This design comes from an exercise in tuning for small area and a short achievable clock period on the open sky130 flow, not from production work.
In this exercise RTL edits were held to simulation tests only and were not proved equivalent to the original.

Setup of the baseline:
Design riscv_ppu, start of the top module:
module riscv_ppu (
    input             clk,
    input             reset,
    output [31:0]     imem_addr,
    input  [31:0]     imem_data,
    output            dmem_en,
    output            dmem_rw,
    output            dmem_se,
    output [1:0]      dmem_size,
    output [31:0]     dmem_addr,
    output [31:0]     dmem_wdata,
    input  [31:0]     dmem_rdata
);
    reg  [31:0] pc;
    reg  [31:0] id_ir;
    reg  [31:0] id_pc;
    reg         id_v;        
    reg  [31:0] ex_a;        
    reg  [31:0] ex_b;        
    reg  [31:0] ex_t;        
    reg  [4:0]  ex_rd;
    reg         ex_rf;       
    reg         ex_ld;       
    reg         ex_en;       
    reg         ex_st;       
    reg         ex_se;
    reg  [1:0]  ex_size;
    reg  [2:0]  ex_bt;       
    reg         ex_jalr;
    reg         ex_link;     
    reg         ex_sub;
    reg         ex_sra;
    reg         ex_s_sum, ex_s_sll, ex_s_slt, ex_s_sltu;    
    reg         ex_s_xor, ex_s_sr, ex_s_or, ex_s_and;
    reg         ex_tfwd;     
    reg         ex_left;     
    reg  [31:0] mem_res;
    reg  [31:0] mem_sd;
    reg  [4:0]  mem_rd;
    reg         mem_rf, mem_ld, mem_en, mem_st, mem_se;
    reg  [1:0]  mem_size;
    reg  [31:0] wb_pw;
    reg  [4:0]  wb_rd;
    reg         wb_rf;
    reg  [31:0] rf [1:31];
    wire [6:0] op  = id_ir[6:0];
    wire [2:0] f3  = id_ir[14:12];
    wire [6:0] f7  = id_ir[31:25];
    wire [4:0] rs1 = id_ir[19:15];
    wire [4:0] rs2 = id_ir[24:20];
    wire [4:0] rd  = id_ir[11:7];
    wire f7z = (f7 == 7'b0000000);
    wire f7s = (f7 == 7'b0100000);
    wire o_opimm = id_v & (op == 7'b0010011);
    wire o_op    = id_v & (op == 7'b0110011);
    wire o_lui   = id_v & (op == 7'b0110111);
    wire o_auipc = id_v & (op == 7'b0010111);
    wire o_load  = id_v & (op == 7'b0000011);
  ...
Size: about 170 I/O pins.
Settings: LEC_CHECK=0, ABC_CLOCK_PERIOD_IN_PS=3000, CAP_MARGIN=20, CORE_MARGIN=2, CORE_UTILIZATION=40, CTS_CLUSTER_DIAMETER=100, CTS_CLUSTER_SIZE=20, PLACE_DENSITY=0.6, SLEW_MARGIN=20, SYNTH_HIERARCHICAL=1; clock period 9.0 ns.
standard.sh (not shown) runs the stock make flow with config.mk's settings and CLKGATE_MAP_FILE= SYNTH_SCRIPT=/design/flow/synth_recipe.tcl, a recipe that flattens the netlist after the stock synthesis.
==> flow/flow/run.sh <==
#!/bin/bash
# Own layout flow: the standard ORFS flow (standard.sh, with the standard
# synthesis unchanged) with two resizer settings changed:
#  - ports buffered with buf_2 instead of the default delay-cell buffer.
# The clock period and I/O constraints are the design's (constraint.sdc is
# not touched). The flow's output goes to standard_flow.log; ORFS writes each
# step's log under orfs/logs/.
set -euo pipefail
MARGIN=5.5
bash standard.sh SETUP_SLACK_MARGIN=$MARGIN \
    "BUFFER_PORTS_ARGS=-buffer_cell sky130_fd_sc_hd__buf_2" \
    finish > standard_flow.log 2>&1
> inputs changed (the baseline -> the candidate)
--- a/flow/design.v
+++ b/flow/design.v
@@ -7,22 +7,24 @@
     output            dmem_rw,
     output            dmem_se,
     output [1:0]      dmem_size,
     output [31:0]     dmem_addr,
     output [31:0]     dmem_wdata,
     input  [31:0]     dmem_rdata
 );
     reg  [31:0] pc;
     reg  [31:0] id_ir;
     reg  [31:0] id_pc;
     reg         id_v;        
+    reg  [31:1] id_dec_a;    
+    reg  [31:1] id_dec_b;    
     reg  [31:0] ex_a;        
     reg  [31:0] ex_b;        
     reg  [31:0] ex_t;        
     reg  [4:0]  ex_rd;
     reg         ex_rf;       
     reg         ex_ld;       
     reg         ex_en;       
     reg         ex_st;       
     reg         ex_se;
     reg  [1:0]  ex_size;
     reg  [2:0]  ex_bt;       
@@ -68,24 +70,24 @@
     wire src1 = v_opimm | v_load | is_sh | o_jalr;           
     wire src2 = v_op | (v_store & ~is_sh) | o_br;            
     wire id_rf = v_opimm | v_op | o_lui | o_auipc | v_load | o_jal | o_jalr;
     wire stall = ex_ld & (id_v ? ((rs1 == ex_rd) | (~src1 & (rs2 == ex_rd)))
                                : (ex_rd == 5'd0));
     wire [31:0] imm_i = {{20{id_ir[31]}}, id_ir[31:20]};
     wire [31:0] imm_s = {{20{id_ir[31]}}, id_ir[31:25], id_ir[11:7]};
     wire [31:0] imm_u = {id_ir[31:12], 12'b0};
     wire [31:0] imm_b = {{20{id_ir[31]}}, id_ir[7], id_ir[30:25], id_ir[11:8], 1'b0};
     wire [31:0] imm_j = {{12{id_ir[31]}}, id_ir[19:12], id_ir[20], id_ir[30:21], 1'b0};
     wire [31:0] id_ta = id_pc + (id_ir[3] ? imm_j : imm_b);
-    wire [31:0] dec_a = 32'b1 << rs1;
-    wire [31:0] dec_b = 32'b1 << rs2;
+    wire [31:0] dec_a = {id_dec_a, 1'b0};
+    wire [31:0] dec_b = {id_dec_b, 1'b0};
     wire [31:0] rf_a, rf_b;
     wire [1023:0] rf_q;
     assign rf_q[31:0] = 32'b0;
     genvar gq;
     generate
         for (gq = 1; gq < 32; gq = gq + 1) begin : rfq
             assign rf_q[32*gq +: 32] = rf[gq];
         end
     endgenerate
     wire [95:0] rf_a_p, rf_b_p;
     rf_read rda (.q(rf_q), .sel(dec_a), .p(rf_a_p));
@@ -168,36 +170,40 @@
                     ({32{ex_s_or}}  & (ex_a | ex_b)) |
                     ({32{ex_s_and}} & (ex_a & ex_b)) |
                     {31'b0, (ex_s_slt & slt) | (ex_s_sltu & sltu)};
     wire cond = ((ex_bt == 3'b010) & eq) |
                 ((ex_bt == 3'b001) & ~eq) |
                 (ex_bt[2] & ~ex_bt[0] & ~eq & neg) |
                 (ex_bt[2] &  ex_bt[0] & (eq | ~neg));
     wire [31:0] pc_nb = o_jal ? id_ta : ex_jalr ? {sum[31:1], 1'b0} : pc + 32'd4;
     wire [31:0] pc_in = cond ? ex_t : pc_nb;
     wire flush_if = cond | (o_jal & ~stall) | ex_jalr;
     wire flush_ex = cond | (ex_jalr & ~o_jal);
+    wire [31:0] if_dec_a = 32'b1 << imem_data[19:15];
+    wire [31:0] if_dec_b = 32'b1 << imem_data[24:20];
     always @(posedge clk) begin
         if (reset)
             pc <= 32'b0;
         else if (!stall)
             pc <= {pc_in[31:1], 1'b0};    
     end
     always @(posedge clk) begin
         if (reset | flush_if)
             id_v <= 1'b0;
         else if (!stall)
             id_v <= 1'b1;
         if (!stall) begin
-            id_ir <= imem_data;
-            id_pc <= pc;
+            id_ir    <= imem_data;
+            id_pc    <= pc;
+            id_dec_a <= if_dec_a[31:1];
+            id_dec_b <= if_dec_b[31:1];
         end
     end
     always @(posedge clk) begin
         if (reset | flush_ex | stall) begin
             ex_rf   <= 1'b0;
             ex_ld   <= 1'b0;
             ex_en   <= 1'b0;
             ex_bt   <= 3'b0;
             ex_jalr <= 1'b0;
         end else begin
             ex_rf   <= id_rf;
Notes after the runs:
- Between the candidate and the baseline, clock buffer count in the final layout is higher for the baseline, the candidate comes in under that.
- Higher final hold slack was reported by the candidate, not the baseline.
- Relative to the baseline, the number of sequential storage elements of the candidate is higher by 62.
- Delta (the candidate minus the baseline): cell area now smaller, final setup slack of the worst path now larger, synthesized area now larger.

[port drivers added, routing unchanged]
The flow's constraints put no driver on any port. The routed layouts listed below were extracted and timed again, unchanged, in two steps.
Step 1: set_driving_cell puts a clkbuf_16 on clk and a buf_2 on each other input, an assumption about the parent block.
Step 2 also shifts input and output timing later by t, the mid clock arrival at the registers, as if the neighbouring blocks saw the same clock.
Slacks: ideal ports / drivers / drivers and shift; pairs: ideal ports / drivers.
run	t (ns)	slack for setup (ns)	hold WS [ns]	worst register clock-pin slew, ns	worst slew at a driven data input, ns
the baseline	0.798	5.331 / 5.331 / 5.064	0.300 / 0.300 / 0.300	0.10 / 0.10	0.06
the candidate	0.788	5.356 / 5.356 / 5.106	0.335 / 0.335 / 0.335	0.10 / 0.10	0.15
After both steps every run listed still meets setup and hold. The setup slack of the baseline, which loses most, moves by 0.000 ns with the drivers and by -0.267 ns with both steps.
